Background: an optimization exercise with open tools, aiming at small area. Do not read the settings as production practice.
In this exercise RTL edits were held to simulation tests only and were not proved equivalent to the original.
Power is estimated from default activity; no workload was simulated.

## flow/design.v (module list and top-level ports; edited modules follow where they fit)
// module LDTU_BS: 65 lines
// module LDTU_iFIFO: 121 lines
// module LDTU_FSM: 313 lines
// module Delay_enc: 11 lines
// module LDTU_Encoder: 345 lines
// module LDTU_CU: 146 lines
// module CRC_calc: 22 lines
// module SumValue: 15 lines
// module Hamm_TRX: 37 lines
// module LDTU_oFIFO: 82 lines
// module Hamm_RX: 44 lines
// module LDTU_oFIFO_top: 85 lines
// module LDTU_DATA32_ATU_DTU: 75 lines
// module LiTE_DTU_160MHz_v2_0: 125 lines
module LiTE_DTU_160MHz_v2_0 (
			     CLK, 
			     RST_b, 
			     CALIBRATION_BUSY_1, 
			     CALIBRATION_BUSY_10, 
			     TEST_ENABLE, 
			     GAIN_SEL_MODE, 
			     fallback,
			     DATA12_g01, 
			     DATA12_g10, 
			     SATURATION_value, 
			     BSL_VAL_g01, 
			     BSL_VAL_g10, 
			     losing_data, 
			     DATA32_ATU_0, 
			     DATA32_ATU_1, 
			     DATA32_ATU_2, 
			     DATA32_ATU_3, 
			     Orbit, 
			     shift_gain_10,
			     flush_b,
			     synch,
			     synch_pattern,
			     DATA32_0, 
			     DATA32_1, 
			     DATA32_2, 
			     DATA32_3, 
			     handshake);
  // ...
==> flow/run.sh <==
#!/bin/bash
# synth_recipe.tcl (not shown) runs the flow's synth.tcl, then flattens the netlist and writes it again
# the make line also repeats each setting of config.mk as NAME=value (left out here)
make -C /OpenROAD-flow-scripts/flow DESIGN_CONFIG=/design/flow/config.mk WORK_HOME=/design/flow/orfs CLKGATE_MAP_FILE= SYNTH_SCRIPT=/design/flow/synth_recipe.tcl finish
==> flow/config.mk <==
export PLATFORM = sky130hd
export DESIGN_NAME = LiTE_DTU_160MHz_v2_0
export DESIGN_NICKNAME = LiTE_DTU_160MHz_v2_0
export VERILOG_FILES = /design/flow/design.v
export SDC_FILE = /design/flow/constraint.sdc
export NUM_CORES = 4
export LEC_CHECK = 0
export CAP_MARGIN = 20
export CORE_MARGIN = 2
export CORE_UTILIZATION = 40
export PLACE_DENSITY = 0.6
export SLEW_MARGIN = 20
==> flow/constraint.sdc <==
create_clock -name core_clock -period 6.25 [get_ports {CLK}]
set_input_delay 1.2500 -clock core_clock [delete_from_list [all_inputs] [get_ports {CLK}]]
set_output_delay 1.2500 -clock core_clock [all_outputs]
set_load 0.01 [all_outputs]
==> reports/results.ini, run 1 <==
[cells_and_area]
syn2layout_area_growth_pct=17.10
inverters=88
utilization=0.4726
buffer_area_frac=0.05347
final_common_cell=edfxtp_1

[floorplan]
start_util=0.4036
taps=2310
std_cell_rows=152

[status]
status=no timing/DRC/antenna violations

[timing]
hold_viol=0
rsz0062_at_grt=no
fin_crit_ps=5498
clock_skew_ps=45.69
fmax_ghz=0.1819
finalSetupTns_ps=0

[clocking]
clockBufferDepth=3
cts-root-buf=clkbuf_16
post_cts_buffers=0

[grt]
gr-usage-met2=0.3654
grtUsageMet3=0.03650
global_route.usage.met1=0.2762

[worst_setup_path]
r2r_cells=15
cp-end-kind=register
rr_endpoint=StorageFIFO.Hamming_38_32.data_output[24]$_SDFFE_PN0P_
critPathLaunch=GAIN_SEL_MODE[1]
slowest_delay_ps=690

[yosys]
synthMuxAreaShare=0.1429
synthArstFlopShare=0
seq_area_frac_synth=0.6012
yosysMostFrequentCell=edfxtp_1

[drt]
ant_nets=0
route.met2.wl_mm=94.78
initialDrtViolationCount=4155

[pwr]
pwr-share-seq=0.504
p_seq_mw=11.2
p_clk_mw=10.3
power_leakage_nw=29.45
p_int_mw=17.49

[placement]
pre_cts_ws_ps=57.67

[min_path]
holdPathEnd=StorageFIFO.Hamming_38_32.data_output[18]$_SDFFE_PN0P_

==> module LiTE_DTU_160MHz_v2_0, before the edit <==
module LiTE_DTU_160MHz_v2_0 (
			     CLK, 
			     RST_b, 
			     CALIBRATION_BUSY_1, 
			     CALIBRATION_BUSY_10, 
			     TEST_ENABLE, 
			     GAIN_SEL_MODE, 
			     fallback,
			     DATA12_g01, 
			     DATA12_g10, 
			     SATURATION_value, 
			     BSL_VAL_g01, 
			     BSL_VAL_g10, 
			     losing_data, 
			     DATA32_ATU_0, 
			     DATA32_ATU_1, 
			     DATA32_ATU_2, 
			     DATA32_ATU_3, 
			     Orbit, 
			     shift_gain_10,
			     flush_b,
			     synch,
			     synch_pattern,
			     DATA32_0, 
			     DATA32_1, 
			     DATA32_2, 
			     DATA32_3, 
			     handshake);
   parameter Nbits_8 	= 8;
   parameter Nbits_12 	= 12;
   parameter Nbits_32 	= 32;
   parameter FifoDepth = 8;
   parameter crcBits = 12;
   parameter FifoDepth_buff = 16;
   parameter bits_ptr = 4;
   input CLK;
   input RST_b;
   input fallback;
   input CALIBRATION_BUSY_1;
   input CALIBRATION_BUSY_10;
   input TEST_ENABLE;
   input [1:0] GAIN_SEL_MODE;
   input [Nbits_12-1:0] DATA12_g01;
   input [Nbits_12-1:0] DATA12_g10;
   input [Nbits_12-1:0] SATURATION_value;
   input [Nbits_8-1:0] 	BSL_VAL_g01;
   input [Nbits_8-1:0] 	BSL_VAL_g10;
   input 		handshake;
   input [Nbits_32-1:0] DATA32_ATU_0;
   input [Nbits_32-1:0] DATA32_ATU_1;
   input [Nbits_32-1:0] DATA32_ATU_2;
   input [Nbits_32-1:0] DATA32_ATU_3;
   input 		Orbit;
   input [1:0] 		shift_gain_10;
   input                flush_b;
   input 		synch;
   input [Nbits_32-1:0] synch_pattern;
   output 		losing_data;
   output [Nbits_32-1:0] DATA32_0;
   output [Nbits_32-1:0] DATA32_1;
   output [Nbits_32-1:0] DATA32_2;
   output [Nbits_32-1:0] DATA32_3;
   wire 		 totalError;
   wire [Nbits_32-1:0] 	 DATA32_DTU;
   wire [Nbits_12-1:0] 	 DATA_gain_01;			 
   wire [Nbits_12-1:0] 	 DATA_gain_10;			 
   wire [Nbits_12:0] 	 DATA_to_enc;				 
   wire 		 baseline_flag;					 
   wire [Nbits_32-1:0] 	 DATA_32;				 
   wire [Nbits_32-1:0] 	 DATA_32_FB;				 
   wire 		 Load;						 
   wire 		 Load_FB;						 
   wire 		 write_signal;					 
   wire [Nbits_32-1:0] 	 DATA_from_CU;			 
   wire 		 full;						 
   wire 		 reset_b;
   wire 		 CALIBRATION_BUSY;
   wire 		 RD_to_SERIALIZER;						 
   assign CALIBRATION_BUSY = CALIBRATION_BUSY_1 | CALIBRATION_BUSY_10;
   wire [2:0] 		 AA;
   assign AA = {RST_b, CALIBRATION_BUSY, TEST_ENABLE};
   assign reset_b = (AA == 3'b100) ? 1'b1 : 1'b0;
   wire 		 tmrError_BS;
   wire 		 tmrError_iFIFO;
   wire 		 tmrError_enc;
   wire 		 tmrError_oFIFO;
   wire 		 tmrError_CU;
   wire 		 tmrError_mux;
   assign totalError = tmrError_BS | tmrError_iFIFO | tmrError_enc | tmrError_CU | tmrError_oFIFO | tmrError_mux;
   wire 		 flushreset_b;
   assign flushreset_b = reset_b & flush_b;
   LDTU_BS #(.Nbits_12(Nbits_12), .Nbits_8(Nbits_8))
   B_subtraction (.CLK(CLK), .rst_b(reset_b), .DATA12_g01(DATA12_g01), .DATA12_g10(DATA12_g10), .BSL_VAL_g01(BSL_VAL_g01), .BSL_VAL_g10(BSL_VAL_g10), .DATA_gain_01(DATA_gain_01), .DATA_gain_10(DATA_gain_10), .shift_gain_10(shift_gain_10), .SeuError(tmrError_BS));
   LDTU_iFIFO #(.Nbits_12(Nbits_12), .FifoDepth(FifoDepth))
   Selection (.CLK(CLK), .rst_b(reset_b), .GAIN_SEL_MODE(GAIN_SEL_MODE), .DATA_gain_01(DATA_gain_01), .DATA_gain_10(DATA_gain_10), .SATURATION_value(SATURATION_value), .shift_gain_10(shift_gain_10), .DATA_to_enc(DATA_to_enc), .baseline_flag(baseline_flag), .SeuError(tmrError_iFIFO));
   LDTU_Encoder #(.Nbits_12(Nbits_12), .Nbits_32(Nbits_32))
   Encoder (.CLK(CLK), .rst_b(flushreset_b), .baseline_flag(baseline_flag), .Orbit(Orbit), .fallback(fallback),.DATA_to_enc(DATA_to_enc), .DATA_32(DATA_32), .DATA_32_FB(DATA_32_FB), .Load(Load),.Load_FB(Load_FB), .SeuError(tmrError_enc));
   LDTU_CU #(.Nbits_32(Nbits_32))
   Control_Unit (.CLK(CLK), 
		 .rst_b(flushreset_b), 
		 .fallback(fallback),
		 .Load_data(Load), .DATA_32(DATA_32), 
		 .Load_data_FB(Load_FB), .DATA_32_FB(DATA_32_FB), 
		 .full(full), .DATA_from_CU(DATA_from_CU), .losing_data(losing_data), .write_signal(write_signal), .read_signal(RD_to_SERIALIZER), .SeuError(tmrError_CU), .handshake(handshake)); 
   LDTU_oFIFO_top  #(.Nbits_32(Nbits_32), .FifoDepth_buff(FifoDepth_buff), .bits_ptr(bits_ptr))
   StorageFIFO (.CLK(CLK),
		.rst_b(reset_b),
		.flush_b(flush_b),
		.synch(synch),
		.synch_pattern(synch_pattern),
		.write_signal(write_signal), .read_signal(RD_to_SERIALIZER), 
		.data_in_32(DATA_from_CU), .full_signal(full), .DATA32_DTU(DATA32_DTU), 
		.SeuError(tmrError_oFIFO)
		);  
   LDTU_DATA32_ATU_DTU #(.Nbits_32(Nbits_32))
   DATA32_mux ( .CLK(CLK),
		.RST(RST_b),
		.CALIBRATION_BUSY(CALIBRATION_BUSY),
		.TEST_ENABLE(TEST_ENABLE),		
		.DATA32_ATU_0(DATA32_ATU_0), .DATA32_ATU_1(DATA32_ATU_1),
		.DATA32_ATU_2(DATA32_ATU_2), .DATA32_ATU_3(DATA32_ATU_3),
		.DATA32_DTU(DATA32_DTU),  
		.DATA32_0(DATA32_0), .DATA32_1(DATA32_1),
		.DATA32_2(DATA32_2), .DATA32_3(DATA32_3), .SeuError(tmrError_mux));
endmodule
==> inputs of run 2 (changes only) <==
==> flow/design.v (replaced) <==
`timescale  1ps/1ps
module LiTE_DTU_160MHz_v2_0 (
			     CLK,
			     RST_b,
			     CALIBRATION_BUSY_1,
			     CALIBRATION_BUSY_10,
			     TEST_ENABLE,
			     GAIN_SEL_MODE,
			     fallback,
			     DATA12_g01,
			     DATA12_g10,
			     SATURATION_value,
			     BSL_VAL_g01,
			     BSL_VAL_g10,
			     losing_data,
			     DATA32_ATU_0,
			     DATA32_ATU_1,
			     DATA32_ATU_2,
			     DATA32_ATU_3,
			     Orbit,
			     shift_gain_10,
			     flush_b,
			     synch,
			     synch_pattern,
			     DATA32_0,
			     DATA32_1,
			     DATA32_2,
			     DATA32_3,
			     handshake);
   input CLK;
   input RST_b;
   input fallback;
   input CALIBRATION_BUSY_1;
   input CALIBRATION_BUSY_10;
   input TEST_ENABLE;
   input [1:0] GAIN_SEL_MODE;
   input [11:0] DATA12_g01;
   input [11:0] DATA12_g10;
   input [11:0] SATURATION_value;
   input [7:0]  BSL_VAL_g01;
   input [7:0]  BSL_VAL_g10;
   input 	handshake;
   input [31:0] DATA32_ATU_0;
   input [31:0] DATA32_ATU_1;
   input [31:0] DATA32_ATU_2;
   input [31:0] DATA32_ATU_3;
   input 	Orbit;
   input [1:0] 	shift_gain_10;
   input 	flush_b;
   input 	synch;
   input [31:0] synch_pattern;
   output 	losing_data;
   output [31:0] DATA32_0;
   output [31:0] DATA32_1;
   output [31:0] DATA32_2;
   output [31:0] DATA32_3;
   localparam [31:0] IDLE_EA = 32'hEAAAAAAA;
   localparam [31:0] IDLE_5A = 32'h5A5A5A5A;
   localparam [31:0] IDLE_RST = 32'h35555555;
   localparam [31:0] FLUSH_W = 32'h2CF0F0F0;
   wire 	 cal = CALIBRATION_BUSY_1 | CALIBRATION_BUSY_10;
   wire 	 rb  = RST_b & ~cal & ~TEST_ENABLE;
   wire 	 frb = rb & flush_b;
   wire 	 ffr = frb & ~synch;
   reg [3:0] 	 mcnt;
   reg 		 prst;
   always @(posedge CLK) begin
      if (!rb) begin
	 mcnt <= 4'd0;
	 prst <= (mcnt == 4'd0);
      end else if (mcnt != 4'd15) mcnt <= mcnt + 4'd1;
   end
   wire v1 = (mcnt >= 4'd3)  | ((mcnt == 4'd1) & ~prst);
   wire v7 = (mcnt >= 4'd9)  | ((mcnt == 4'd7) & ~prst);
   wire v9 = (mcnt >= 4'd11) | ((mcnt == 4'd9) & ~prst);
   reg [11:0] 	 d_g01, d_g10, s01, s10;
   wire [11:0] 	 b01 = {4'b0, BSL_VAL_g01};
   wire [11:0] 	 b10 = {4'b0, BSL_VAL_g10};
   always @(posedge CLK) begin
      d_g01 <= DATA12_g01;
      d_g10 <= DATA12_g10 >> shift_gain_10;
      s01 <= (d_g01 < b01) ? 12'd0 : d_g01 - b01;
      s10 <= (d_g10 < b10) ? 12'd0 : d_g10 - b10;
   end
   reg [11:0] 	 dl01 [1:9];
   reg [11:0] 	 dl10 [1:9];
   integer 	 i;
   always @(posedge CLK) begin
      dl01[1] <= s01;
      dl10[1] <= s10;
      for (i = 2; i <= 9; i = i + 1) begin
	 dl01[i] <= dl01[i-1];
	 dl10[i] <= dl10[i-1];
      end
   end
   reg [11:0] 	 SATval;
   always @(posedge CLK) SATval <= SATURATION_value >> shift_gain_10;
   wire 	 m01 = (GAIN_SEL_MODE == 2'b01);
   wire [11:0] 	 ref_d = m01 ? dl10[1] : dl10[7];
   wire 	 ref_v = m01 ? v1 : v7;
   wire 	 cmp = ref_v ? (ref_d >= SATval) : ((SATval == 12'd0) & (mcnt != 4'd0));
   wire 	 ref_sat = GAIN_SEL_MODE[1] ? GAIN_SEL_MODE[0] : cmp;
   reg [4:0] 	 gage;
   reg 		 gwin;    
   wire 	 clsA = ~GAIN_SEL_MODE[0] ^ GAIN_SEL_MODE[1];  
   wire 	 same = m01 ? gwin : ~gwin;
   wire [4:0] 	 ginc = gage[4] ? gage : gage + 5'd1;
   wire [4:0] 	 gage_n = (!rb || !(clsA | m01)) ? 5'd16 :
			  ref_sat ? 5'd0 : (same ? ginc : 5'd16);
   wire 	 dec_n = gage_n[4] | (~m01 & gage_n[3]);
   always @(posedge CLK) begin
      gage <= gage_n;
      gwin <= m01;
   end
   reg [12:0] 	 d2enc;
   always @(posedge CLK)
     d2enc <= {~dec_n, (rb & v9) ? (dec_n ? dl10[9] : dl01[9]) : 12'd0};
   wire 	 baseline_flag = GAIN_SEL_MODE[1] ? (d2enc[11:6] == 6'd0) : (d2enc[12:6] == 7'd0);
   reg [12:0] 	 dd;        
   always @(posedge CLK) dd <= d2enc;
   localparam [4:0] IDLE=5'd0, bas_0=5'd1, bas_1=5'd2, bas_2=5'd3, bas_3=5'd4, bas_4=5'd5,
		    sign_0=5'd6, sign_1=5'd7, bas_0_bis=5'd8, bas_1_bis=5'd9, bas_2_bis=5'd10,
		    bas_3_bis=5'd11, bas_4_bis=5'd12, sign_0_bis=5'd13, sign_1_bis=5'd14,
		    bc0_0=5'd15, bc0_1=5'd16, bc0_2=5'd17, bc0_3=5'd18, bc0_4=5'd19,
		    header=5'd20, header_b0=5'd21, bc0_s0=5'd22, header_s0=5'd23, bc0_s0_bis=5'd24;
   localparam [2:0] IDLE_FB=3'd0, data_odd=3'd1, latency1=3'd2, data_even=3'd3, latency2=3'd4,
		    data_odd_bc0=3'd5, data_even_bc0=3'd6;
   reg [4:0] 	 cs;        
   reg 		 mfb;       
   reg 		 Orbit_delay;
   wire [4:0] 	 ns = mfb ? IDLE : cs;          
   wire [2:0] 	 fs = mfb ? cs[2:0] : IDLE_FB;  
   wire 	 OrbitFB = Orbit | Orbit_delay;
   wire 	 b = baseline_flag;
   wire 	 o = Orbit;
   reg [4:0] 	 nn;
   always @(*) begin
      case (ns)
	IDLE: nn = (b & ~o) ? bas_0 : o ? header : sign_0;
	bas_0: nn = (b & ~o) ? bas_1 : o ? bc0_1 : bas_1_bis;
	bas_1: nn = (b & ~o) ? bas_2 : o ? bc0_2 : bas_2_bis;
	bas_2: nn = (b & ~o) ? bas_3 : o ? bc0_3 : bas_3_bis;
	bas_3: nn = (b & ~o) ? bas_4 : o ? bc0_4 : bas_4_bis;
	bas_4: nn = (b & ~o) ? bas_0 : o ? bc0_0 : bas_0_bis;
	bas_0_bis, bas_1_bis, bas_2_bis, bas_3_bis, bas_4_bis:
	  nn = (b & ~o) ? sign_0_bis : o ? bc0_s0_bis : sign_0;
	sign_0_bis, sign_1_bis: nn = (~b & ~o) ? bas_0_bis : o ? bc0_0 : bas_0;
	sign_0: nn = (~b & ~o) ? sign_1 : o ? bc0_s0 : sign_1_bis;
	sign_1: nn = (~b & ~o) ? sign_0 : o ? bc0_s0_bis : sign_0_bis;
	bc0_0, bc0_1, bc0_2, bc0_3, bc0_4, bc0_s0_bis: nn = ~b ? header_s0 : header_b0;
	bc0_s0: nn = header;
	header: nn = ~b ? sign_0 : bas_0;
	header_s0: nn = ~b ? sign_0 : sign_0_bis;
	header_b0: nn = ~b ? bas_0_bis : bas_0;
	default: nn = IDLE;
      endcase
   end
   reg [2:0] 	 fn;
   always @(*) begin
      case (fs)
	IDLE_FB: fn = data_odd;
	data_odd: fn = latency1;
	latency1: fn = OrbitFB ? data_even_bc0 : data_even;
	data_even: fn = latency2;
	latency2: fn = OrbitFB ? data_odd_bc0 : data_odd;
	default: fn = IDLE_FB;
      endcase
   end
   always @(posedge CLK) begin
      mfb <= fallback;
      Orbit_delay <= frb & Orbit;
      if (!frb) cs <= 5'd0;
      else if (fallback) cs <= {2'b0, fn};
      else cs <= nn;
   end
   reg [5:0] 	 B1, B2, B3, B4, B5;
   reg [12:0] 	 S1, S2;
   wire 	 nrst = !frb | fallback;
   wire 	 wB1 = (ns == header_s0) | (ns == header) | (ns == header_b0) | (ns == bas_4) |
		       (ns == sign_0_bis) | (ns == sign_1_bis);
   wire 	 wS1 = (ns == bc0_0) | (ns == bc0_1) | (ns == bc0_2) | (ns == bc0_3) | (ns == bc0_4) |
		       (ns == bc0_s0) | (ns == bc0_s0_bis) | (ns == header_s0) | (ns == header) |
		       (ns == header_b0) | (ns == bas_0_bis) | (ns == bas_1_bis) | (ns == bas_2_bis) |
		       (ns == bas_3_bis) | (ns == bas_4_bis) | (ns == sign_1);
   always @(posedge CLK) begin
      if (nrst) begin
	 B1 <= 6'd0;
	 S1 <= 13'd0;
      end else begin
	 if (wB1) B1 <= dd[5:0];
	 if (wS1) S1 <= dd;
      end
      if (ns == bas_0) B2 <= dd[5:0];
      if (ns == bas_1) B3 <= dd[5:0];
      if (ns == bas_2) B4 <= dd[5:0];
      if (ns == bas_3) B5 <= dd[5:0];
      if (fallback ? (fs == data_odd) : (ns == sign_0)) S2 <= dd;
   end
   localparam [12:0] sync_w = 13'b0101010101010;
   localparam [12:0] hdr_w  = 13'b1111000001111;
   reg [31:0] 	 wn;
   reg 		 ln;
   always @(*) begin
      ln = 1'b1;
      if (fallback) begin
	 case (fs)
	   data_odd_bc0: wn = {4'b0011, ^dd, ^S2, dd, S2};
	   data_even_bc0: wn = {4'b0000, ^dd, ^S2, dd, S2};
	   default: begin
	      wn = {4'b0001, ^dd, ^S2, dd, S2};
	      ln = (fs == data_even);
	   end
	 endcase
      end else begin
	 case (ns)
	   bc0_0, bas_0_bis: wn = {2'b10, 6'b000001, 18'b0, B1};
	   bc0_1, bas_1_bis: wn = {2'b10, 6'b000010, 12'b0, B2, B1};
	   bc0_2, bas_2_bis: wn = {2'b10, 6'b000011, 6'b0, B3, B2, B1};
	   bc0_3, bas_3_bis: wn = {2'b10, 6'b000100, B4, B3, B2, B1};
	   bc0_4, bas_4, bas_4_bis: wn = {2'b01, B5, B4, B3, B2, B1};
	   bc0_s0_bis, sign_0_bis: wn = {6'b001011, sync_w, S1};
	   header_s0, header, header_b0: wn = {6'b001011, hdr_w, S1};
	   default: begin
	      wn = {6'b001010, S2, S1};
	      ln = (ns == bc0_s0) | (ns == sign_1) | (ns == sign_1_bis);
	   end
	 endcase
      end
   end
   reg [31:0] 	 rW;
   reg 		 rL;
   always @(posedge CLK) begin
      rW <= wn;
      rL <= frb & ln;
   end
   reg [7:0] 	 NSample;
   reg [5:0] 	 Nlimit;
   reg [7:0] 	 NFrame;
   reg [11:0] 	 crc;
   reg 		 r_losing_data, r_write_signal, r_read_signal;
   reg [31:0] 	 cuW;
   wire 	 full;
   wire 	 load_n = rL & ~mfb;      
   wire 	 check_limit = (Nlimit > 6'd49);
   wire [31:0] 	 wsel = (fallback == mfb) ? rW : (fallback ? 32'h0 : 32'hF0000000);
   wire [31:0] 	 d = rW;
   reg [7:0] 	 sum_val;
   always @(*) begin
      case (d[31:30])
	2'b01: sum_val = 8'd5;
	2'b10: sum_val = {2'b0, d[29:24]};
	2'b00: sum_val = (d[29:26] == 4'b1010) ? 8'd2 : 8'd1;
	default: sum_val = 8'd0;
      endcase
   end
   wire [11:0] 	 c = crc;
   wire [11:0] 	 newcrc;
   assign newcrc[0] = d[30]^d[29]^d[26]^d[25]^d[24]^d[23]^d[22]^d[17]^d[16]^d[15]^d[14]^d[13]^d[12]^d[11]^d[8]^d[7]^d[6]^d[5]^d[4]^d[3]^d[2]^d[1]^d[0]^c[2]^c[3]^c[4]^c[5]^c[6]^c[9]^c[10];
   assign newcrc[1] = d[31]^d[29]^d[27]^d[22]^d[18]^d[11]^d[9]^d[0]^c[2]^c[7]^c[9]^c[11];
   assign newcrc[2] = d[29]^d[28]^d[26]^d[25]^d[24]^d[22]^d[19]^d[17]^d[16]^d[15]^d[14]^d[13]^d[11]^d[10]^d[8]^d[7]^d[6]^d[5]^d[4]^d[3]^d[2]^d[0]^c[2]^c[4]^c[5]^c[6]^c[8]^c[9];
   assign newcrc[3] = d[27]^d[24]^d[22]^d[20]^d[18]^d[13]^d[9]^d[2]^d[0]^c[0]^c[2]^c[4]^c[7];
   assign newcrc[4] = d[28]^d[25]^d[23]^d[21]^d[19]^d[14]^d[10]^d[3]^d[1]^c[1]^c[3]^c[5]^c[8];
   assign newcrc[5] = d[29]^d[26]^d[24]^d[22]^d[20]^d[15]^d[11]^d[4]^d[2]^c[0]^c[2]^c[4]^c[6]^c[9];
   assign newcrc[6] = d[30]^d[27]^d[25]^d[23]^d[21]^d[16]^d[12]^d[5]^d[3]^c[1]^c[3]^c[5]^c[7]^c[10];
   assign newcrc[7] = d[31]^d[28]^d[26]^d[24]^d[22]^d[17]^d[13]^d[6]^d[4]^c[2]^c[4]^c[6]^c[8]^c[11];
   assign newcrc[8] = d[29]^d[27]^d[25]^d[23]^d[18]^d[14]^d[7]^d[5]^c[3]^c[5]^c[7]^c[9];
   assign newcrc[9] = d[30]^d[28]^d[26]^d[24]^d[19]^d[15]^d[8]^d[6]^c[4]^c[6]^c[8]^c[10];
   assign newcrc[10] = d[31]^d[29]^d[27]^d[25]^d[20]^d[16]^d[9]^d[7]^c[0]^c[5]^c[7]^c[9]^c[11];
   assign newcrc[11] = d[29]^d[28]^d[25]^d[24]^d[23]^d[22]^d[21]^d[16]^d[15]^d[14]^d[13]^d[12]^d[11]^d[10]^d[7]^d[6]^d[5]^d[4]^d[3]^d[2]^d[1]^d[0]^c[1]^c[2]^c[3]^c[4]^c[5]^c[8]^c[9];
   always @(posedge CLK) begin
      if (!frb || fallback) begin
	 NSample <= 8'b0;
	 Nlimit <= 6'b0;
	 NFrame <= 8'b0;
	 crc <= 12'b0;
      end else if (!load_n) begin
	 if (check_limit && !full) begin
	    NSample <= 8'b0;
	    Nlimit <= 6'b0;
	    crc <= 12'b0;
	    NFrame <= NFrame + 8'b1;
	 end
      end else if (!full) begin
	 Nlimit <= Nlimit + 6'b1;
	 NSample <= NSample + sum_val;
	 crc <= newcrc;
      end
   end
   always @(posedge CLK) begin
      cuW <= rL ? wsel : {4'b1101, NSample, crc, NFrame};
      if (!frb) begin
	 r_losing_data <= 1'b0;
	 r_write_signal <= 1'b0;
      end else if (!rL) begin
	 r_losing_data <= 1'b0;
	 r_write_signal <= check_limit & ~fallback & ~full;
      end else begin
	 r_losing_data <= full;
	 r_write_signal <= ~full;
      end
      r_read_signal <= frb & handshake;
   end
   assign losing_data = r_losing_data;
   reg [31:0] 	 tW;
   reg 		 start_write;
   reg [3:0] 	 wp, rp;
   reg 		 dec;
   reg 		 rxv;
   reg [31:0] 	 mem [0:15];
   wire 	 empty = (rp == wp);
   assign full = (rp == wp + 4'd1);
   wire 	 we = start_write & ~full;
   wire 	 pop = r_read_signal & ~empty;
   always @(posedge CLK) begin
      tW <= cuW;
      start_write <= ffr & r_write_signal;
      if (!ffr) begin
	 wp <= 4'd0;
	 rp <= 4'd0;
	 dec <= 1'b0;
	 rxv <= 1'b0;
      end else begin
	 if (we) wp <= wp + 4'd1;
	 if (pop) rp <= rp + 4'd1;
	 dec <= pop;
	 rxv <= rxv | dec;
      end
      if (we) mem[wp] <= tW;
   end
   wire [3:0] 	 ra = rp - {3'b0, dec} - 4'd1;
   wire [31:0] 	 rx = mem[ra];
   reg [31:0] 	 DTU;
   always @(posedge CLK) begin
      if (!rb) DTU <= IDLE_EA;
      else if (!flush_b) DTU <= FLUSH_W;
      else if (synch) DTU <= synch_pattern;
      else if (r_read_signal) DTU <= (empty | ~rxv) ? IDLE_EA : rx;
   end
   reg [31:0] 	 r0, r1, r2, r3;
   always @(posedge CLK) begin
      if (!RST_b) r0 <= TEST_ENABLE ? IDLE_5A : IDLE_RST;
      else if (TEST_ENABLE) r0 <= DATA32_ATU_0;
      else if (cal) r0 <= IDLE_RST;
      else r0 <= DTU;
      r1 <= (RST_b & TEST_ENABLE) ? DATA32_ATU_1 : IDLE_5A;
      r2 <= (RST_b & TEST_ENABLE) ? DATA32_ATU_2 : IDLE_5A;
      r3 <= (RST_b & TEST_ENABLE) ? DATA32_ATU_3 : IDLE_5A;
   end
   assign DATA32_0 = r0;
   assign DATA32_1 = r1;
   assign DATA32_2 = r2;
   assign DATA32_3 = r3;
endmodule
--- a/flow/config.mk
+++ b/flow/config.mk
@@ -5,6 +5,7 @@
 export SDC_FILE = /design/flow/constraint.sdc
 export NUM_CORES = 4
 export LEC_CHECK = 0
+export ABC_AREA = 1
 export CAP_MARGIN = 20
 export CORE_MARGIN = 2
 export CORE_UTILIZATION = 40
==> run 2 against run 1 <==
Against the previous run:
- setup slack improved by 1100 ps
- synthesized cell count decreased by 22%
- critical path type unchanged
- synthesized area fell by 37%
- final cell count decreased by 26%
- sequential share of layout area grew 4.1 points
- utilization is 1.5 points higher
- combinational power grew 0.6%
- via count is 31% lower
- global-route usage down 0.61 points
- final area shrank 35%
- clock-buffer cell count shrank 73
- sequential power down 23%
==> reports/results.ini, run 2 <==
[status]
status=no timing/DRC/antenna violations  ; unchanged

[drt]
vias_per_cell=5.114  ; was 5.455
wl_per_cell_um=20.37  ; was 24.23 µm
ant_nets=0  ; unchanged
drc=0  ; unchanged
vias=29770  ; was 43010
wirelength_mm=118.6  ; was 191.1 mm
first_pass_iters=6  ; unchanged
initialDrtViolationCount=2740  ; was 4155

[cells_and_area]
drive_gt1_frac=0.08396  ; was 0.1486
syn2layout_area_growth_pct=21.09  ; was 17.10%
layoutNonFillerInstCount=5822  ; was 7885
largestRegisters=mem: 512 flops, dl01: 108 flops, dl10: 108 flops  ; was StorageFIFO.FIFO.memory: 608 flops, Selection.FIFO_g10: 192 flops, Selection.FIFO_g1: 192 flops
final_cell_mix=dfxtp_1, nand2_1, edfxtp_1, clkdlybuf4s50_1, nor2_1  ; was edfxtp_1, dfxtp_1, and2_1, nor2_1, mux4_2
largest_reg_flops=512  ; was 608
final_common_cell=dfxtp_1  ; was edfxtp_1
largest-register=mem  ; was StorageFIFO.FIFO.memory
fillers=9707  ; was 15040
final_net_count=4582  ; was 5739
multi_input_area_mm2=0.01269  ; was 0.02627 mm²
post-route-cell-area_mm2=0.05298  ; was 0.08134 mm²
seqCellArea_mm2=0.02939  ; was 0.04178 mm²

[placement]
dp_hpwl_mm=78.16  ; was 123.7 mm
pre_cts_ws_ps=1225  ; was 57.67 ps
globalplace.congestion=0.8835  ; was 0.9151
port_buffers=354  ; unchanged
dp.cells=5598  ; was 7564
placed_area_mm2=0.04878  ; was 0.07561 mm²

[timing]
setup_viol=0  ; unchanged
fin_ws_ps=1899  ; was 752.2 ps
hold_viol=0  ; unchanged
fmax_ghz=0.2298  ; was 0.1819 GHz
clock_skew_ps=45.72  ; was 45.69 ps
slew_headroom=0.2496  ; was 0.2227
finalCritPeriodShare=0.6962  ; was 0.8797
rsz0062_at_grt=no  ; unchanged
fin_crit_ps=4351  ; was 5498 ps
worst_pin_slew_ps=1126  ; was 1162 ps
finalSetupTns_ps=0  ; unchanged
slew_violations=0  ; unchanged

[clocking]
cts_tree=yes  ; unchanged
hold_buffers=0  ; unchanged
clockBufferDepth=3  ; unchanged
cts-root-buf=clkbuf_16  ; unchanged
clock_latency_ps=730  ; was 820 ps
clk_pin_slew_ps=60  ; about the same
htree_levels=3  ; was 4
cts-resized-gates=0  ; unchanged
numCtsBuffers=117  ; was 170
post_cts_buffers=0  ; unchanged
cts_sinks=1193  ; was 1590

[pwr]
power_density_mw_per_mm2=317.7  ; was 273.7 mW/mm²
ir_drop_mv=0.2668  ; was 0.2682 mV
power_leakage_nw=19.66  ; was 29.45 nW
total_power_mw=16.83  ; was 22.27 mW

[yosys]
yosys_warnings=3  ; was 12
synth_area_leaders=edfxtp_1, dfxtp_1, nand2_1  ; was edfxtp_1, dfxtp_1, mux4_2
synth_commonest_cells=dfxtp_1, nand2_1, edfxtp_1, nor2_1, a21oi_1  ; was edfxtp_1, dfxtp_1, and2_1, nor2_1, mux4_2
synth_nets=4269  ; was 5457
yosysMostFrequentCell=dfxtp_1  ; was edfxtp_1
yosysTopAreaCellShare=0.3775  ; was 0.4288
synth-seq-cells=1193  ; was 1590
netlist_instances=3990  ; was 5145
avgSynthCellArea_um2=10.97  ; was 13.50 µm²
synth_ff_type=dfxtp_1  ; was edfxtp_1
synth_cell_types=58  ; was 90
seq_area_frac_synth=0.6717  ; was 0.6012
synth_edf_count=550  ; was 992
yosysTopAreaCell=edfxtp_1  ; unchanged
synth_area_mm2=0.04375  ; was 0.06947 mm²
synthArstFlopShare=0  ; unchanged

[floorplan]
die_w_um=334.7  ; was 420.7 µm
start_util=0.4025  ; was 0.4036
die_area_mm2=0.1120  ; was 0.1770 mm²
std_cell_rows=121  ; was 152
core_region_area_mm2=0.1087  ; was 0.1721 mm²
die_height_um=334.7  ; was 420.7 µm
io_pins=355  ; unchanged

[worst_setup_path]
worstPathArrival_ps=4940  ; was 6170 ps
crit_required_ps=6840  ; was 6920 ps
cp-end-kind=register  ; unchanged
rr_endpoint=mem[11][7]$_DFFE_PP_  ; was StorageFIFO.Hamming_38_32.data_output[24]$_SDFFE_PN0P_
cp-start-kind=input port  ; unchanged
crit_type=input port to register  ; unchanged
reg2reg_from=wp[0]$_SDFFE_PN0P_  ; was StorageFIFO.FIFO.data_output[29]$_SDFF_PN0_
cp_max_fo=16  ; was 14
r2r_slack_ps=2470  ; was 1130 ps
r2r_cells=10  ; was 15

[grt]
grt_first_pass_wirelength_mm=176.9  ; was 281.9 mm
grtUsageMet3=0.03522  ; was 0.03650
grt.overflow.total=0  ; unchanged
global_route.usage.met1=0.2916  ; was 0.2762
grt_pass1_vias=28510  ; was 42530
grt-busiest-layer=met2  ; unchanged
grt_usage=0.2072  ; was 0.2134
gr-usage-met2=0.3272  ; was 0.3654
grt_max_degree=217  ; was 107
grt_antenna_before_repair=5  ; was 9

[flow_run]
drv_cap=0  ; unchanged

[min_path]
min_path_type=register to register  ; unchanged
holdCritStartpoint=dl10[4][7]$_DFF_P_  ; was StorageFIFO.Hamming_38_32.data_output[18]$_SDFFE_PN0P_
holdPathEnd=dl10[5][7]$_DFF_P_  ; was StorageFIFO.Hamming_38_32.data_output[18]$_SDFFE_PN0P_
hold_depth=0  ; was 2

run 2: layout make-up:
class,count,area share
timing repair buffer,393,0.07311
clock inverter,47,0.01275
antenna,1,0.00004723
multi-input combinational,2319,0.2394
sequential,1193,0.5547
clock buffer,176,0.06650
inverter,279,0.02010
tap,1414,0.03339
run 2: metal layers:
layer / vias up / share of wire
met2: 1008 / 0.46
li1: 14290 / -
met3: 213 / 0.068
met1: 14260 / 0.44
met4: 4 / 0.027
met5: - / 0.00023
run 2: worst max-delay path by stage:
stage / from / to / slack [ps] / depth (start not counted)
4_1_cts: GAIN_SEL_MODE[1] / d2enc[6]$_SDFF_PN0_ / 1970 / 16
5_1_grt: GAIN_SEL_MODE[1] / d2enc[0]$_SDFF_PN0_ / 1480 / 16
3_5_place_dp: GAIN_SEL_MODE[1] / d2enc[11]$_SDFF_PN0_ / 1230 / 16
6_report: GAIN_SEL_MODE[1] / d2enc[5]$_SDFF_PN0_ / 1900 / 16
3_3_place_gp: GAIN_SEL_MODE[1] / d2enc[6]$_SDFF_PN0_ / 1350 / 17
2_1_floorplan: GAIN_SEL_MODE[1] / d2enc[10]$_SDFF_PN0_ / 2810 / 17
run 2: worst max-delay path, cell delays in order:
cell and delay, ps:
clkdlybuf4s50_1 470, inv_1 110, nand2_1 440, inv_1 360, nand2_1 130, nand2_1 60, ha_1 300, a21oi_1 190
o21a_1 160, nand4_1 150, a21oi_1 190, nand4_1 430, nand2_1 270, inv_1 210, nor2_1 140, nor2_1 60
run 2: logic make-up after synthesis:
kind of cell             count (synthesis)  synth area share
buffers and inverters                  478           0.04249
AO/OA/AOI/OAI                          811            0.1094
flip-flops                            1193            0.6717
adder cells (fa/ha/maj)                 53           0.01567
AND/OR/NAND/NOR                       1275            0.1244
XOR/XNOR                               169           0.03383
multiplexers                            11          0.002517
run 2: metrics by stage:
stage	hold WS [ps]	utilization
global route	303.5	0.4874
global placement	309.7	0.4487
finish	302.5	0.4874
detailed placement	312.1	0.4487
CTS	290.8	0.4874
floorplan	309.6	-
run 2: where the power goes:
group	leakage, nW	switching, mW	total, mW	internal, mW
combinational	7.40	0.395	0.784	0.389
clock	2.06	3.05	7.43	4.38
sequential	10.2	0.148	8.62	8.47
total	19.7	3.59	16.8	13.2
==> inputs of run 3 (changes only) <==
--- a/flow/config.mk
+++ b/flow/config.mk
@@ -5,7 +5,6 @@
 export SDC_FILE = /design/flow/constraint.sdc
 export NUM_CORES = 4
 export LEC_CHECK = 0
-export ABC_AREA = 1
 export CAP_MARGIN = 20
 export CORE_MARGIN = 2
 export CORE_UTILIZATION = 40
==> run 3 against run 2 <==
Against the previous run:
- final cell count decreased by 17%
- die area decreased by 3.0%
- clock power decreased by 1%
- largest power group unchanged
- worst hold slack got worse by 20 ps
- setup slack got worse by 27 ps
- first-iteration DRC count decreased by 25%
- highest routed layer unchanged
- register-to-register slack got worse by 220 ps
- clock skew increased by 17 ps
- utilization increased by 0.52 points
- final area decreased by 2.1%
- synthesized area decreased by 3.0%
- still clean
==> reports/results.ini, run 3 <==
[yosys]
seq_area_frac_synth=0.6925  ; was 0.6717
synth_commonest_cells=dfxtp_1, edfxtp_1, nor2_1, nand2_1, mux4_2  ; was dfxtp_1, nand2_1, edfxtp_1, nor2_1, a21oi_1
synth_ff_type=dfxtp_1  ; unchanged
synth_cell_types=73  ; was 58
synth_edf_count=550  ; unchanged
synth-seq-cells=1193  ; unchanged
yosysTopAreaCellShare=0.3892  ; was 0.3775
yosysMostFrequentCell=dfxtp_1  ; unchanged
synth_area_mm2=0.04244  ; was 0.04375 mm²
netlist_instances=2942  ; was 3990
synth_nets=3221  ; was 4269
yosys_warnings=3  ; unchanged
yosysTopAreaCell=edfxtp_1  ; unchanged
avgSynthCellArea_um2=14.42  ; was 10.97 µm²
synth_area_leaders=edfxtp_1, dfxtp_1, mux4_2  ; was edfxtp_1, dfxtp_1, nand2_1
synthArstFlopShare=0  ; unchanged

[worst_setup_path]
slowest_delay_ps=710  ; was 470 ps
reg2reg_from=wp[0]$_SDFFE_PN0P_  ; unchanged
crit_required_ps=6820  ; was 6840 ps
critPathLaunch=GAIN_SEL_MODE[1]  ; unchanged
worstPathArrival_ps=4950  ; was 4940 ps
cp_common_cell=inv_2  ; was nand2_1
cp_max_fo=18  ; was 16
cp-start-kind=input port  ; unchanged
cp-end-kind=register  ; unchanged
crit_type=input port to register  ; unchanged
cpMaxStageDelayCell=a211oi_2  ; was clkdlybuf4s50_1
r2r_cells=9  ; was 10
cp-endpoint=d2enc[3]$_SDFF_PN0_  ; was d2enc[5]$_SDFF_PN0_
r2r_slack_ps=2250  ; was 2470 ps
path_cells=clkdlybuf4s50_1 > inv_2 > nand2_1 > inv_2 > mux2i_1 > ha_1 > nand2b_1 > a21o_1 > a211oi_1 > o31a_1 > o21ba_1 > a211oi_2 > inv_2 > o21ai_0 > a21oi_1  ; was clkdlybuf4s50_1 > inv_1 > nand2_1 > inv_1 > nand2_1 > nand2_1 > ha_1 > a21oi_1 > o21a_1 > nand4_1 > a21oi_1 > nand4_1 > nand2_1 > inv_1 > nor2_1 > nor2_1
rr_endpoint=mem[15][26]$_DFFE_PP_  ; was mem[11][7]$_DFFE_PP_

[floorplan]
die_area_mm2=0.1087  ; was 0.1120 mm²
start_util=0.4031  ; was 0.4025
io_pins=355  ; unchanged
die_height_um=329.7  ; was 334.7 µm
std_cell_rows=119  ; was 121
die_w_um=329.7  ; was 334.7 µm
core_region_area_mm2=0.1053  ; was 0.1087 mm²

[cells_and_area]
final_common_cell=dfxtp_1  ; unchanged
layoutNonFillerInstCount=4809  ; was 5822
fillers=9029  ; was 9707
final_net_count=3590  ; was 4582
largest-register=mem  ; unchanged
post-route-cell-area_mm2=0.05186  ; was 0.05298 mm²
final_cell_mix=dfxtp_1, edfxtp_1, clkdlybuf4s50_1, nor2_1, nand2_1  ; was dfxtp_1, nand2_1, edfxtp_1, clkdlybuf4s50_1, nor2_1
largest_reg_flops=512  ; unchanged
drive_gt1_frac=0.1311  ; was 0.08396
syn2layout_area_growth_pct=22.20  ; was 21.09%
largestRegisters=mem: 512 flops, dl01: 108 flops, dl10: 108 flops  ; unchanged

[grt]
grt_max_degree=58  ; was 217
grt_antenna_before_repair=7  ; was 5
grt.overflow.total=0  ; unchanged
grt_pass1_vias=24110  ; was 28510
grt_usage=0.1868  ; was 0.2072
grt_first_pass_wirelength_mm=152.0  ; was 176.9 mm

[clocking]
clock_latency_ps=730  ; about the same
numCtsBuffers=118  ; was 117
htree_levels=3  ; unchanged
clk_pin_slew_ps=60  ; about the same
cts-resized-gates=0  ; unchanged
cts_sinks=1193  ; unchanged
clockBufferDepth=3  ; unchanged
cts_tree=yes  ; unchanged
post_cts_buffers=0  ; unchanged
cts-root-buf=clkbuf_16  ; unchanged
hold_buffers=0  ; unchanged

[timing]
fin_crit_ps=4379  ; was 4351 ps
slew_headroom=0.2117  ; was 0.2496
fin_ws_ps=1871  ; was 1899 ps
worst_pin_slew_ps=1180  ; was 1126 ps
hold_viol=0  ; unchanged
rsz0062_at_grt=no  ; unchanged
finalCritPeriodShare=0.7006  ; was 0.6962
setup_viol=0  ; unchanged
fmax_ghz=0.2284  ; was 0.2298 GHz
finalSetupTns_ps=0  ; unchanged
slew_violations=0  ; unchanged
clock_skew_ps=62.99  ; was 45.72 ps

[status]
status=no timing/DRC/antenna violations  ; unchanged

[placement]
placed_area_mm2=0.04768  ; was 0.04878 mm²
globalplace.congestion=0.8612  ; was 0.8835
dp.cells=4581  ; was 5598
port_buffers=354  ; unchanged
pre_cts_ws_ps=1129  ; was 1225 ps
dp_hpwl_mm=68.38  ; was 78.16 mm

[drt]
initialDrtViolationCount=2053  ; was 2740
ant_nets=0  ; unchanged
drc=0  ; unchanged
wirelength_mm=103.1  ; was 118.6 mm
vias_per_cell=5.069  ; was 5.114
wl_per_cell_um=21.43  ; was 20.37 µm
first_pass_iters=6  ; unchanged
vias=24380  ; was 29770

[pwr]
ir_drop_mv=0.2490  ; was 0.2668 mV
total_power_mw=16.75  ; was 16.83 mW
power_density_mw_per_mm2=323.0  ; was 317.7 mW/mm²
power_leakage_nw=17.13  ; was 19.66 nW

[flow_run]
drv_cap=0  ; unchanged

[min_path]
hold_depth=0  ; unchanged
min_path_type=register to register  ; unchanged

-- run 3: changes by cell type in the layout (fill, tap and decap cells not counted), moves of 57 or more --
cell / change
a21oi_1: -196
and3_1: +59
inv_1: -165
mux4_2: +161
nand2_1: -436
nand2b_1: +65
nand3_1: -118
nor2_1: -161
o21ai_0: -168
or2_2: -57
-- run 3: critical path: cells and delay by family --
family / cells / cell delay, ps
buf+inv: 4 / 1130
mux: 1 / 170
fa+ha+maj: 1 / 280
compound gates: 7 / 1720
simple gates: 2 / 400
-- run 3: where the power goes --
part           leakage [nW]  internal (mW)  switching [mW]
clock                  2.00           4.26            3.06
combinational          5.84          0.431           0.361
sequential             9.28           8.50           0.144
-- run 3: worst min path at each step --
stage	start	end	slack [ps]
floorplan	d2enc[0]$_SDFF_PN0_	dd[0]$_DFF_P_	310
global placement	s01[6]$_SDFF_PN0_	dl01[1][6]$_DFF_P_	310
detailed placement	dl01[2][10]$_DFF_P_	dl01[3][10]$_DFF_P_	310
CTS	dl01[6][7]$_DFF_P_	dl01[7][7]$_DFF_P_	280
global route	dl01[3][10]$_DFF_P_	dl01[4][10]$_DFF_P_	280
finish	dl01[3][11]$_DFF_P_	dl01[4][11]$_DFF_P_	280
-- run 3: final cells by class --
class	instances	area (µm²)	area share
Sequential cell	1193	29390	0.5667
Multi-Input combinational cell	1502	12260	0.2364
Timing Repair Buffer	400	3964	0.07643
Clock buffer	162	3363	0.06485
Tap cell	1391	1740	0.03356
Clock inverter	64	778.2	0.01501
Inverter	96	360.3	0.006949
Antenna cell	1	2.502	0.00004825
-- run 3: stage by stage --
step / hold slack, ps / utilization
4_1_cts: 278.4 / 0.4923
2_1_floorplan: 309.6 / -
3_3_place_gp: 309.9 / 0.4527
3_5_place_dp: 312.1 / 0.4530
5_1_grt: 282.1 / 0.4926
6_report: 282.1 / 0.4926
-- run 3: kinds of logic (layout without fill, tap and decap cells) --
group / count (synthesis) / count (layout) / share of synthesized area
DFF: 1193 / 1193 / 0.6925
and+or+nand+nor: 668 / 668 / 0.07530
muxes: 216 / 216 / 0.09848
other: 0 / 1 / 0
AOI/OAI and AO/OA: 394 / 394 / 0.05891
xor gates and xnor gates: 170 / 170 / 0.03576
buffers and inverters: 247 / 722 / 0.02264
adders and majority gates: 54 / 54 / 0.01639
-- run 3: metal layers --
layer,vias to the layer above,GRT usage,wire length [µm]
met2,874,0.3094,48840
met1,11870,0.2431,43410
met3,179,0.04276,7880
met4,6,0.06077,2906
met5,-,0,35
li1,11440,-,-
==> inputs of run 4 (changes only) <==
--- a/flow/config.mk
+++ b/flow/config.mk
@@ -8,5 +8,8 @@
 export CAP_MARGIN = 20
 export CORE_MARGIN = 2
 export CORE_UTILIZATION = 40
+export CTS_BUF_LIST = sky130_fd_sc_hd__clkbuf_16
+export CTS_CLUSTER_DIAMETER = 100
+export CTS_CLUSTER_SIZE = 30
 export PLACE_DENSITY = 0.6
 export SLEW_MARGIN = 20
==> run 4 against run 3 <==
Against the previous run:
- worst hold slack better by 27 ps
- non-clock buffer count stayed put
- still clean
- sequential power hardly changed
- die area stayed put
- via count is 2.2% lower
- final cell count is 3.0% lower
- critical path depth stayed put
- clock skew is 29 ps lower
- largest power group unchanged
- highest routed layer unchanged
- total power is 21% lower
- sequential share of layout area is 3.1 points higher
- final area is 5.2% lower
==> reports/results.ini, run 4 <==
[worst_setup_path]
critical-path-top-delay-family=compound AO/OA/AOI/OAI gates  ; unchanged
path_cells=clkdlybuf4s50_1 > inv_2 > nand2_1 > inv_2 > mux2i_1 > ha_1 > nand2b_1 > a21o_1 > a211oi_1 > o31a_1 > o21ba_1 > a211oi_2 > inv_2 > o21ai_0 > a21oi_1  ; unchanged
slowest_delay_ps=680  ; was 710 ps
cpMaxStageDelayCell=a211oi_2  ; unchanged
cp_common_cell=inv_2  ; unchanged
crit_type=input port to register  ; unchanged
cp_max_fo=18  ; unchanged
worstPathArrival_ps=4910  ; was 4950 ps
r2r_cells=9  ; unchanged
cp_num_buf_inv=4  ; unchanged
cp-start-kind=input port  ; unchanged
cp-end-kind=register  ; unchanged
crit_required_ps=6790  ; was 6820 ps
cp.depth=15  ; unchanged
critPathLaunch=GAIN_SEL_MODE[1]  ; unchanged
reg2reg_from=wp[0]$_SDFFE_PN0P_  ; unchanged

[grt]
grt_usage=0.1828  ; was 0.1868
grt_pass1_vias=23410  ; was 24110
grt_first_pass_wirelength_mm=149.5  ; was 152.0 mm
grt_antenna_before_repair=4  ; was 7
grt.overflow.total=0  ; unchanged
grt_max_degree=58  ; unchanged

[yosys]
yosysTopAreaCellShare=0.3892  ; unchanged
synth_area_mm2=0.04244  ; unchanged
synth_cell_types=73  ; unchanged
seq_area_frac_synth=0.6925  ; unchanged
synth_nets=3221  ; unchanged
netlist_instances=2942  ; unchanged
synth_commonest_cells=dfxtp_1, edfxtp_1, nor2_1, nand2_1, mux4_2  ; unchanged
synth-seq-cells=1193  ; unchanged
yosysMostFrequentCell=dfxtp_1  ; unchanged
yosysTopAreaCell=edfxtp_1  ; unchanged
synth_edf_count=550  ; unchanged
avgSynthCellArea_um2=14.42  ; unchanged
synth_area_leaders=edfxtp_1, dfxtp_1, mux4_2  ; unchanged
synthArstFlopShare=0  ; unchanged
synth_ff_type=dfxtp_1  ; unchanged
yosys_warnings=3  ; unchanged

[clocking]
clk_pin_slew_ps=120  ; was 60 ps
cts_tree=yes  ; unchanged
clockBufferDepth=3  ; unchanged
post_cts_buffers=0  ; unchanged
htree_levels=2  ; was 3
cts-resized-gates=0  ; unchanged
hold_buffers=0  ; unchanged
cts_sinks=1193  ; unchanged
clock_latency_ps=670  ; was 730 ps
cts-root-buf=clkbuf_16  ; unchanged
numCtsBuffers=48  ; was 118

[drt]
ant_nets=0  ; unchanged
initialDrtViolationCount=2064  ; was 2053
drc=0  ; unchanged
vias_per_cell=5.107  ; was 5.069
wirelength_mm=101.3  ; was 103.1 mm
vias=23830  ; was 24380
wl_per_cell_um=21.71  ; was 21.43 µm
first_pass_iters=5  ; was 6

[timing]
slew_headroom=0.2299  ; was 0.2117
fin_hold_ws_ps=308.7  ; was 282.1 ps
finalSetupTns_ps=0  ; unchanged
fmax_ghz=0.2288  ; was 0.2284 GHz
worst_pin_slew_ps=1153  ; was 1180 ps
finalCritPeriodShare=0.6992  ; was 0.7006
rsz0062_at_grt=no  ; unchanged
clock_skew_ps=33.65  ; was 62.99 ps
fin_ws_ps=1880  ; was 1871 ps
fin_crit_ps=4370  ; was 4379 ps
slew_violations=0  ; unchanged
hold_viol=0  ; unchanged
setup_viol=0  ; unchanged

[status]
status=no timing/DRC/antenna violations  ; unchanged

[floorplan]
die_height_um=329.7  ; unchanged
core_region_area_mm2=0.1053  ; unchanged
io_pins=355  ; unchanged
die_w_um=329.7  ; unchanged
std_cell_rows=119  ; unchanged
die_area_mm2=0.1087  ; unchanged
start_util=0.4031  ; unchanged

[min_path]
holdCritStartpoint=dl01[7][5]$_DFF_P_  ; was dl01[3][11]$_DFF_P_
min_path_type=register to register  ; unchanged
hold_depth=0  ; unchanged

[cells_and_area]
fillers=9270  ; was 9029
largest_reg_flops=512  ; unchanged
largest-register=mem  ; unchanged
final_net_count=3520  ; was 3590
layoutNonFillerInstCount=4666  ; was 4809
final_common_cell=dfxtp_1  ; unchanged
drive_gt1_frac=0.09499  ; was 0.1311
syn2layout_area_growth_pct=15.89  ; was 22.20%
final_cell_mix=dfxtp_1, edfxtp_1, clkdlybuf4s50_1, nor2_1, nand2_1  ; unchanged
largestRegisters=mem: 512 flops, dl01: 108 flops, dl10: 108 flops  ; unchanged

[pwr]
total_power_mw=13.32  ; was 16.75 mW
power_leakage_nw=15.92  ; was 17.13 nW
p_sw_mw=2.867  ; was 3.563 mW
swShare=0.2153  ; was 0.2127
pwr-share-seq=0.648  ; was 0.516
p_int_mw=10.45  ; was 13.19 mW
power_density_mw_per_mm2=270.7  ; was 323.0 mW/mm²
p_clk_frac=0.292  ; was 0.437
ir_drop_mv=0.1860  ; was 0.2490 mV
p_comb_frac=0.059  ; was 0.047

[placement]
pre_cts_ws_ps=1129  ; unchanged
dp.cells=4581  ; unchanged
dp_hpwl_mm=68.38  ; unchanged
port_buffers=354  ; unchanged
globalplace.congestion=0.8612  ; unchanged

[flow_run]
drv_cap=0  ; unchanged

[run 4: metal layers]
layer  vias to the layer above  wire, µm  GRT usage
met5                         -        35          0
met4                         6      2361    0.04891
met3                       107      6669    0.02937
met2                       761     48630     0.3077
met1                     11740     43620     0.2463
li1                      11220         -          -
[run 4: kinds of logic (layout without fill, tap and decap cells)]
family                     after synthesis  in the layout  share of synthesized area
xor gates and xnor gates               170            170                    0.03576
DFF                                   1193           1193                     0.6925
and+or+nand+nor                        668            668                    0.07530
buffers and inverters                  247            579                    0.02264
muxes                                  216            216                    0.09848
other                                    0              1                          0
adders and majority gates               54             54                    0.01639
AOI/OAI and AO/OA                      394            394                    0.05891
[run 4: power groups by stage]
stage | Clock (mW) | Combinational, mW | Sequential (mW)
final | 3.89 | 0.790 | 8.63
after global routing | 4.28 | 0.866 | 8.68
after CTS | 4.03 | 0.797 | 8.64
after detailed placement | 0 | 0.792 | 8.82
after global placement | 0 | 0.790 | 8.82
after floorplan | 0 | 0.435 | 8.76
[run 4: path summary, 6_finish.rpt]
check	endpoint	slack, ps
worst max register to register	mem[15][2]$_DFFE_PP_	2240
worst min register to register	dl01[8][5]$_DFF_P_	310
worst min-delay path	dl01[8][5]$_DFF_P_	310
worst max-delay path	d2enc[3]$_SDFF_PN0_	1880
[run 4: final cells by class]
class	instances	area, µm²	share of cell area
Antenna cell	1	2.502	0.00005088
Clock buffer	51	1276	0.02595
Clock inverter	32	191.4	0.003892
Inverter	96	360.3	0.007327
Multi-Input combinational cell	1502	12260	0.2493
Sequential cell	1193	29390	0.5975
Tap cell	1391	1740	0.03539
Timing Repair Buffer	400	3964	0.08059
[run 4: worst reg2reg max path, stage by stage, from the launching register on]
cell	delay (ps)
dfxtp_1	490
inv_1	110
ha_1	340
xor2_1	150
nor2_1	60
and3_1	320
nor2b_1	490
nand2_1	400
nor2_4	910
buf_4	420
[run 4: stage by stage]
step                utilization  area (µm²)
floorplan                     -       42440
global placement         0.4527       47650
detailed placement       0.4530       47680
CTS                      0.4669       49150
global route             0.4672       49180
finish                   0.4672       49180
==> inputs of run 5 (changes only) <==
--- a/flow/config.mk
+++ b/flow/config.mk
@@ -8,8 +8,8 @@
 export CAP_MARGIN = 20
 export CORE_MARGIN = 2
 export CORE_UTILIZATION = 40
-export CTS_BUF_LIST = sky130_fd_sc_hd__clkbuf_16
-export CTS_CLUSTER_DIAMETER = 100
-export CTS_CLUSTER_SIZE = 30
+export CTS_BUF_LIST = sky130_fd_sc_hd__clkbuf_8
+export CTS_CLUSTER_DIAMETER = 60
+export CTS_CLUSTER_SIZE = 20
 export PLACE_DENSITY = 0.6
 export SLEW_MARGIN = 20
==> run 5 against run 4 <==
Against the previous run:
- still clean
- critical path depth did not move
- sequential power hardly changed
- worst hold slack improved by 9.9 ps
- non-clock buffer count is 1 higher
- clock skew up 22 ps
- synthesized area stayed put
- flip-flop and latch count is the same
- via count is 1.5% higher
- critical path type unchanged
- largest power group unchanged
==> reports/results.ini, run 5 <==
[status]
status=no timing/DRC/antenna violations  ; unchanged

[grt]
grtUsageMet3=0.04300  ; was 0.02937
grt_max_degree=58  ; unchanged
grt_usage=0.1847  ; was 0.1828
gr-usage-met2=0.3056  ; was 0.3077
grt_first_pass_wirelength_mm=150.2  ; was 149.5 mm
global_route.usage.met1=0.2419  ; was 0.2463
grt-busiest-layer=met2  ; unchanged
grt_pass1_vias=23780  ; was 23410
grt.overflow.total=0  ; unchanged
grt_antenna_before_repair=7  ; was 4

[pwr]
power_leakage_nw=16.31  ; was 15.92 nW
power_density_mw_per_mm2=286.3  ; was 270.7 mW/mm²
p_comb_frac=0.055  ; was 0.059
p_int_mw=11.02  ; was 10.45 mW
swShare=0.2311  ; was 0.2153
p_sw_mw=3.312  ; was 2.867 mW
p_clk_frac=0.342  ; was 0.292
pwr-share-seq=0.602  ; was 0.648
ir_drop_mv=0.1647  ; was 0.1860 mV

[worst_setup_path]
crit_required_ps=6890  ; was 6790 ps
cp-end-kind=register  ; unchanged
crit_type=input port to register  ; unchanged
cp_max_fo=18  ; unchanged
cp-start-kind=input port  ; unchanged
worstPathArrival_ps=4920  ; was 4910 ps
r2r_slack_ps=2260  ; was 2240 ps

[yosys]
synth_xor_area_frac=0.03576  ; unchanged
synthAdderAreaFrac=0.01639  ; unchanged
synth-simple-area-share=0.07530  ; unchanged
synthArstFlopShare=0  ; unchanged
yosysMostFrequentCell=dfxtp_1  ; unchanged
yosysTopAreaCellShare=0.3892  ; unchanged
synth-seq-cells=1193  ; unchanged
synth_compound_area_frac=0.05891  ; unchanged
netlist_instances=2942  ; unchanged
synth_cell_types=73  ; unchanged
synth_area_leaders=edfxtp_1, dfxtp_1, mux4_2  ; unchanged
synth_edf_count=550  ; unchanged
synth_nets=3221  ; unchanged
synth_ff_type=dfxtp_1  ; unchanged
avgSynthCellArea_um2=14.42  ; unchanged
yosysTopAreaCell=edfxtp_1  ; unchanged
synth_area_mm2=0.04244  ; unchanged
yosys_warnings=3  ; unchanged
synth_commonest_cells=dfxtp_1, edfxtp_1, nor2_1, nand2_1, mux4_2  ; unchanged
synthMuxAreaShare=0.09848  ; unchanged
synth_top_family_by_area=multiplexers  ; unchanged
seq_area_frac_synth=0.6925  ; unchanged

[cells_and_area]
final_cell_mix=dfxtp_1, edfxtp_1, clkdlybuf4s50_1, nor2_1, nand2_1  ; unchanged
fillers=9235  ; was 9270
utilization=0.4753  ; was 0.4672
final_net_count=3568  ; was 3520
seqCellArea_mm2=0.02939  ; unchanged
largestRegisters=mem: 512 flops, dl01: 108 flops, dl10: 108 flops  ; unchanged
drive_gt1_frac=0.1238  ; was 0.09499
multi_input_area_mm2=0.01226  ; about the same
post-route-cell-area_mm2=0.05004  ; was 0.04918 mm²
syn2layout_area_growth_pct=17.91  ; was 15.89%
final_common_cell=dfxtp_1  ; unchanged
largest_reg_flops=512  ; unchanged
largest-register=mem  ; unchanged

[floorplan]
std_cell_rows=119  ; unchanged
io_pins=355  ; unchanged
die_height_um=329.7  ; unchanged
core_region_area_mm2=0.1053  ; unchanged
start_util=0.4031  ; unchanged
die_area_mm2=0.1087  ; unchanged
die_w_um=329.7  ; unchanged

[drt]
vias=24200  ; was 23830
drc=0  ; unchanged
ant_nets=0  ; unchanged
initialDrtViolationCount=2117  ; was 2064
wl_per_cell_um=21.48  ; was 21.71 µm
first_pass_iters=6  ; was 5
wirelength_mm=102.2  ; was 101.3 mm
vias_per_cell=5.085  ; was 5.107

[clocking]
cts_tree=yes  ; unchanged
hold_buffers=0  ; unchanged
clockBufferDepth=3  ; unchanged
numCtsBuffers=95  ; was 48
cts-resized-gates=0  ; unchanged
cts-root-buf=clkbuf_8  ; was clkbuf_16
cts_sinks=1193  ; unchanged
htree_levels=3  ; was 2
clock_latency_ps=790  ; was 670 ps
clk_pin_slew_ps=110  ; was 120 ps
post_cts_buffers=0  ; unchanged

[placement]
placed_area_mm2=0.04768  ; unchanged
port_buffers=354  ; unchanged
globalplace.congestion=0.8612  ; unchanged
dp_hpwl_mm=68.38  ; unchanged

[timing]
hold_viol=0  ; unchanged
rsz0062_at_grt=no  ; unchanged
fin_crit_ps=4284  ; was 4370 ps
finalSetupTns_ps=0  ; unchanged
finalCritPeriodShare=0.6855  ; was 0.6992
setup_viol=0  ; unchanged
worst_pin_slew_ps=1182  ; was 1153 ps
fmax_ghz=0.2334  ; was 0.2288 GHz
clock_skew_ps=55.59  ; was 33.65 ps
slew_headroom=0.2104  ; was 0.2299
slew_violations=0  ; unchanged

[min_path]
min_path_type=register to register  ; unchanged

[flow_run]
drv_cap=0  ; unchanged

## run 5: layout make-up
class,count,share of cell area
Antenna cell,1,0.00005001
Clock buffer,101,0.02778
Clock inverter,74,0.01860
Inverter,96,0.007201
Multi-Input combinational cell,1502,0.2449
Sequential cell,1193,0.5873
Tap cell,1391,0.03478
Timing Repair Buffer,401,0.07932
## run 5: power by group through the flow
stage	clock (mW)	combinational, mW	sequential, mW
6_report	4.91	0.790	8.63
3_3_place_gp	0	0.790	8.82
5_1_grt	5.33	0.867	8.68
4_1_cts	5.06	0.797	8.64
2_1_floorplan	0	0.435	8.76
3_5_place_dp	0	0.792	8.82
## run 5: routing by layer
metal | vias to the layer above | share of wire | wire length (µm)
li1 | 11360 | - | -
met1 | 11820 | 0.42 | 42850
met2 | 856 | 0.48 | 48560
met3 | 159 | 0.077 | 7905
met4 | 6 | 0.028 | 2859
met5 | - | 0.00039 | 40
## run 5: worst max-delay path: stages
cell             delay (ps)
clkdlybuf4s50_1         520
inv_2                    80
nand2_1                 320
inv_2                   240
mux2i_1                 170
ha_1                    270
nand2b_1                 90
a21o_1                  120
a211oi_1                 70
o31a_1                  300
o21ba_1                 210
a211oi_2                700
inv_2                   270
o21ai_0                 220
a21oi_1                  90
## run 5: kinds of logic after synthesis
logic type,after synthesis
fa+ha+maj,54
compound gates,394
xor+xnor,170
simple gates,668
flops,1193
mux,216
buf+inv,247
## run 5: final timing paths
kind / to / startpoint / cells past startpoint
worst max register to register: mem[15][2]$_DFFE_PP_ / wp[0]$_SDFFE_PN0P_ / 9
worst min-delay path: dl01[5][7]$_DFF_P_ / dl01[4][7]$_DFF_P_ / 0
worst max-delay path: d2enc[3]$_SDFF_PN0_ / GAIN_SEL_MODE[1] / 15
worst min register to register: dl01[5][7]$_DFF_P_ / dl01[4][7]$_DFF_P_ / 0
## run 5: per-stage QoR
step	setup WS (ps)	total power, mW	hold WS (ps)	instances
final	1966	14.33	318.6	4759
after global routing	1647	14.87	323.1	4759
after CTS	1976	14.50	324.0	4756
after detailed placement	1129	9.614	312.1	4581
after global placement	1140	9.606	309.9	4580
after floorplan	1904	9.199	309.6	2942

static timing again, ports no longer ideal:
Ports are ideal in the flow. The routed layouts listed here were re-timed in OpenROAD.
Step 1 (the two cells are an assumption about what drives the block):
set clk [get_ports {CLK}]
set_driving_cell -lib_cell sky130_fd_sc_hd__clkbuf_16 $clk
set_driving_cell -lib_cell sky130_fd_sc_hd__buf_2 [delete_from_list [all_inputs] $clk]
Step 2 also shifts input and output timing later by t, the mid clock arrival at the registers, as if the neighbouring blocks saw the same clock.
a / b / c = no drivers / after step 1 / after step 2; a / b = the first two.
run	shift t [ns]	setup slack, ns	latest minus earliest clock arrival (ns)	worst slew at a driven data input, ns	pins driven straight from the clock port
run 1	0.886	0.752 / 0.789 / -0.097	0.048 / 0.048	0.19	1
run 2	0.782	1.899 / 1.934 / 1.152	0.047 / 0.047	0.15	1
run 3	0.768	1.871 / 1.916 / 1.148	0.076 / 0.076	0.09	1
run 4	0.720	1.880 / 1.921 / 1.201	0.033 / 0.033	0.09	1
run 5	0.834	1.966 / 2.011 / 1.177	0.056 / 0.056	0.10	1
With both steps, setup timing fails in run 1, where it was met with ideal ports. The setup slack of run 1, which loses most, moves by +0.037 ns with the drivers and by -0.849 ns with both steps.
